Context: an optimization exercise on an open-source flow, tuned for small area, a short achievable clock period and few clock cycles per item. The choices shown serve that exercise and are no tape-out recipe.
Where RTL was checked, it was by simulation tests only, not by an equivalence proof against the original.
No activity file was given, so power comes from the tool's default toggle rates.

v20:
## multiplicacion
module multiplicacion #(
    parameter N = 32
    ) (
    input logic clk, rst,
    input logic valid,
    input logic [N-1:0] A, B,
    output logic [2*N-1:0] Mult,
    output logic done
    );
  logic one0;
  logic two0;
  logic neg0;
  logic one1;
  logic two1;
  logic neg1;
  logic one2;
  logic two2;
  logic neg2;
  logic one3;
  logic two3;
  logic neg3;
  logic one4;
  logic two4;
  logic neg4;
  logic one5;
  logic two5;
  logic neg5;
  logic one6;
  logic two6;
  logic neg6;
  logic one7;
  logic two7;
  logic neg7;
  logic one8;
  logic two8;
  logic neg8;
  logic one9;
  logic two9;
  logic neg9;
  logic one10;
  logic two10;
  logic neg10;
  logic one11;
  logic two11;
  logic neg11;
  logic one12;
  logic two12;
  logic neg12;
  logic one13;
  logic two13;
  logic neg13;
  logic one14;
  logic two14;
  logic neg14;
  logic one15;
  logic two15;
  logic neg15;
  logic s1;
  logic c2;
  logic s3;
  logic c4;
  logic s5;
  logic c6;
  logic s7;
  logic c8;
  logic s9;
  logic c10;
  logic s11;
  logic c12;
  logic s13;
  logic c14;
  logic s15;
  logic c16;
  logic s17;
  logic c18;
  logic s19;
  logic c20;
  logic s21;
  logic c22;
  logic s23;
  ...
Size in the first run: ~2500 cells after synthesis, roughly 130 flip-flops, ~130 I/O pins, ~0.025 mm2 of cells after synthesis.
export LEC_CHECK = 0
export ABC_AREA = 1
export CAP_MARGIN = 0
export CORE_MARGIN = 2
export CORE_UTILIZATION = 55
export SLEW_MARGIN = 0
export SYNTH_HIERARCHICAL = 1
create_clock -name core_clock -period 5.0 [get_ports {clk}]
standard.sh (not shown) runs the stock make flow with config.mk's settings and CLKGATE_MAP_FILE= SYNTH_SCRIPT=/design/flow/synth_recipe.tcl, a recipe that flattens the netlist after the stock synthesis.
==> flow/flow/run.sh <==
#!/bin/bash
set -e
cat standard.sh > standard_sh_copy.txt
export BUFFER_PORTS_ARGS="-buffer_cell sky130_fd_sc_hd__buf_4"
bash standard.sh > standard.log 2>&1
v20 finished every stage and its layout cleared the timing, DRC and antenna checks.
Testbench counts of v20, summed over its fixed seeds: cycles 2,408, items 2,400.
For v52, these inputs were changed with respect to v20:
- setting PLACE_DENSITY to 0.75 for the first time
- changing SLEW_MARGIN from 0 to 20
- changing CAP_MARGIN from 0 to 20
Notes after the runs:
- Peak ir drop on the vdd network: v52 < v20
- Comparing v52 and v20, the higher number of cells after detailed placement is on v20.
- In terms of power consumption, v20 and v52 differ only marginally.
- v52 ends up with a utilization that is 0.36 points lower than in v20.
The inputs of v21 differ from those of v52 as listed below.
- removing PLACE_DENSITY (formerly 0.75)
Notes after the runs:
| part of the total power dissipated in combinational logic | v52 vs v21 | ≈ equal |
Power dissipated by switching net loads: v52 vs v21, no meaningful difference
Re normalized max-slew margin: v52 and v21 aren't equal, and the lower value belongs to v21.
Summary — wire length of the first global-routing pass, v21 relative to v52: higher, by 1.7%.
v21 has highest cell delay on the worst timing path below what v52 had.


## alpha
multiplicacion, a different RTL version from the one above (not shown whole).
Size in the first run: about 2800 cells after synthesis, roughly 130 I/O pins.
clock: 5.0 ns
lec_check: 0
abc_area: 1
cap_margin: 20
core_margin: 2
core_utilization: 55
slew_margin: 20
synth_hierarchical: 1
Scripts as last shown in full above: flow/flow/run.sh
Both conditions hold for alpha: the flow ran to the end and the final layout passed the timing, DRC and antenna checks.
For beta, these inputs were changed with respect to alpha:
Settings: putting SETUP_SLACK_MARGIN at 0.9 where nothing was set.
==> notes.md <==
The global-route usage reported for beta is greater than that of alpha by 0.98 points. The distinct cell type count after synthesis was comparable across alpha and beta. Lower core occupancy in the finished layout was reported by alpha, not beta. Diff alpha -> beta | pin count of the biggest net entering global routing | up by a few percent.
No functional check of the RTL was part of any run of this note.


== red ==
multiplicacion with an RTL version that a note above also has.
Size: about 25000 um^2 of cells after synthesis.
Design multiplicacion, start of the top module:
module multiplicacion #(
    parameter N = 32
    ) (
    input logic clk, rst,
    input logic valid,
    input logic [N-1:0] A, B,
    output logic [2*N-1:0] Mult,
    output logic done
    );
  logic one0;
  logic two0;
  logic neg0;
  logic one1;
  logic two1;
  logic neg1;
  logic one2;
  logic two2;
  logic neg2;
  logic one3;
  logic two3;
  logic neg3;
  logic one4;
  logic two4;
  logic neg4;
  logic one5;
  logic two5;
  logic neg5;
  logic one6;
  logic two6;
  logic neg6;
  logic one7;
  logic two7;
  logic neg7;
  logic one8;
  logic two8;
  logic neg8;
  logic one9;
  logic two9;
  logic neg9;
  logic one10;
  logic two10;
  logic neg10;
  logic one11;
  logic two11;
  logic neg11;
  logic one12;
  logic two12;
  logic neg12;
  logic one13;
  logic two13;
  logic neg13;
  logic one14;
  logic two14;
  logic neg14;
  logic one15;
  logic two15;
  logic neg15;
  logic s1;
  logic c2;
  logic s3;
  logic c4;
  logic s5;
  logic c6;
  logic s7;
  logic c8;
  logic s9;
  logic c10;
  logic s11;
  logic c12;
  logic s13;
  logic c14;
  logic s15;
  logic c16;
  logic s17;
  logic c18;
  logic s19;
  logic c20;
  logic s21;
  logic c22;
  logic s23;
  logic c24;
  logic s25;
  logic c26;
  logic s27;
  logic c28;
  logic s29;
  logic c30;
  logic s31;
  logic c32;
  logic s33;
  logic c34;
  logic s35;
  logic c36;
  logic s37;
  logic c38;
  logic s39;
  logic c40;
  logic s41;
  logic c42;
  logic s43;
  logic c44;
  logic s45;
  logic c46;
  logic s47;
  logic c48;
  logic s49;
  logic c50;
  logic s51;
  logic c52;
  logic s53;
  logic c54;
  logic s55;
  logic c56;
  logic s57;
  logic c58;
  logic s59;
  logic c60;
  logic s61;
  logic c62;
  logic s63;
  logic c64;
  logic s65;
  logic c66;
  logic s67;
  logic c68;
  logic s69;
  logic c70;
  logic s71;
  logic c72;
  logic s73;
  logic c74;
  logic s75;
  logic c76;
  logic s77;
  logic c78;
  logic s79;
  logic c80;
  logic s81;
  logic c82;
  logic s83;
  logic c84;
  logic s85;
  logic c86;
  logic s87;
  logic c88;
  logic s89;
  logic c90;
  logic s91;
  logic c92;
  ...
export LEC_CHECK = 0
export ABC_AREA = 1
export CAP_MARGIN = 20
export CORE_MARGIN = 2
export CORE_UTILIZATION = 70
export SLEW_MARGIN = 20
export SYNTH_HIERARCHICAL = 1
create_clock -name core_clock -period 5.0 [get_ports {clk}]
Scripts as last shown in full above: flow/flow/run.sh
Testbench counts of red, summed over its fixed seeds: cycles 2,408, items 2,400.
Relative to red, the following input files were edited for blue:
- CORE_UTILIZATION changed from 70 to 55
- ABC_AREA changed from 1 to 0
### Flow results
Although it ran to completion, blue produced a layout that fails the final checks because of negative setup slack. Highest cell delay on the worst timing path for blue is lower than for red. red reports its top layer reached by signal wires as met4 while blue reports met5. Compared with red, blue shows a higher area of combinational cells with multiple inputs. Going from red to blue, number of nets in the layout rose by about 30%, number of cells upsized or downsized after cts grew by 45. blue ends up with a area overhead of the layout relative to synthesis that is 3.0 points higher than in red. Fraction of final layout cells with drive strength greater than 1: blue vs red up 3.6 points.
Inputs modified between blue and green:
- swapping 0 for 1 in ABC_AREA
- putting SETUP_SLACK_MARGIN at 0.65 where nothing was set
==> notes.md <==
green: flow completed, timing, DRC and antenna clean
Min power drawn by the clock network across blue and green: green
blue has a lower worst path setup slack after routing than green.
Diff blue -> green | number of non-clock inverters in the layout | increase of about 40%
| final total power | green vs blue | better |
Global-route usage (lower): green
On die area: between blue and green, it ends up lower for green.
Looking at adder and majority gate portion of the synthesized area, green sits 7.3 points above blue.

==> re-timing with driven ports <==
How much do the figures lean on ideal ports? The routed layouts below were timed once more, with nothing changed but the port constraints. Step 1 (the two cells are an assumption about what drives the block):
set clk [get_ports {clk}]
set_driving_cell -lib_cell sky130_fd_sc_hd__clkbuf_16 $clk
set_driving_cell -lib_cell sky130_fd_sc_hd__buf_2 [delete_from_list [all_inputs] $clk]
Step 2 times the ports against the registers' clock, not the clock port: input delays grow and output delays shrink by t, the midpoint of the rising clock arrivals with the driver on. Slacks: ideal ports / drivers / drivers and shift; pairs: ideal ports / drivers.
| run | t, ns | setup WS [ns] | worst setup path at the end | worst register clock-pin slew, ns |
|---|---|---|---|---|
| v20 | 0.538 | 0.525 / 0.548 / 0.010 | input to register | 0.06 / 0.06 |
| v52 | 0.535 | 0.352 / 0.388 / -0.147 | input to register | 0.07 / 0.07 |
| v21 | 0.538 | 0.525 / 0.548 / 0.010 | input to register | 0.06 / 0.06 |
| alpha | 0.550 | 0.407 / 0.444 / -0.106 | input to register | 0.08 / 0.08 |
| beta | 0.542 | 0.641 / 0.656 / 0.114 | input to register | 0.08 / 0.08 |
| red | 0.524 | 0.408 / 0.435 / -0.089 | input to register | 0.07 / 0.07 |
| blue | 0.557 | -0.185 / -0.250 / -0.376 | input to register | 0.07 / 0.07 |
| green | 0.546 | 0.671 / 0.625 / 0.109 | input to register | 0.07 / 0.07 |
With both steps, setup timing fails in v52, alpha and red, where it was met with ideal ports. For green, which loses most, drivers alone change the setup slack by -0.046 ns; drivers and shift together by -0.562 ns.
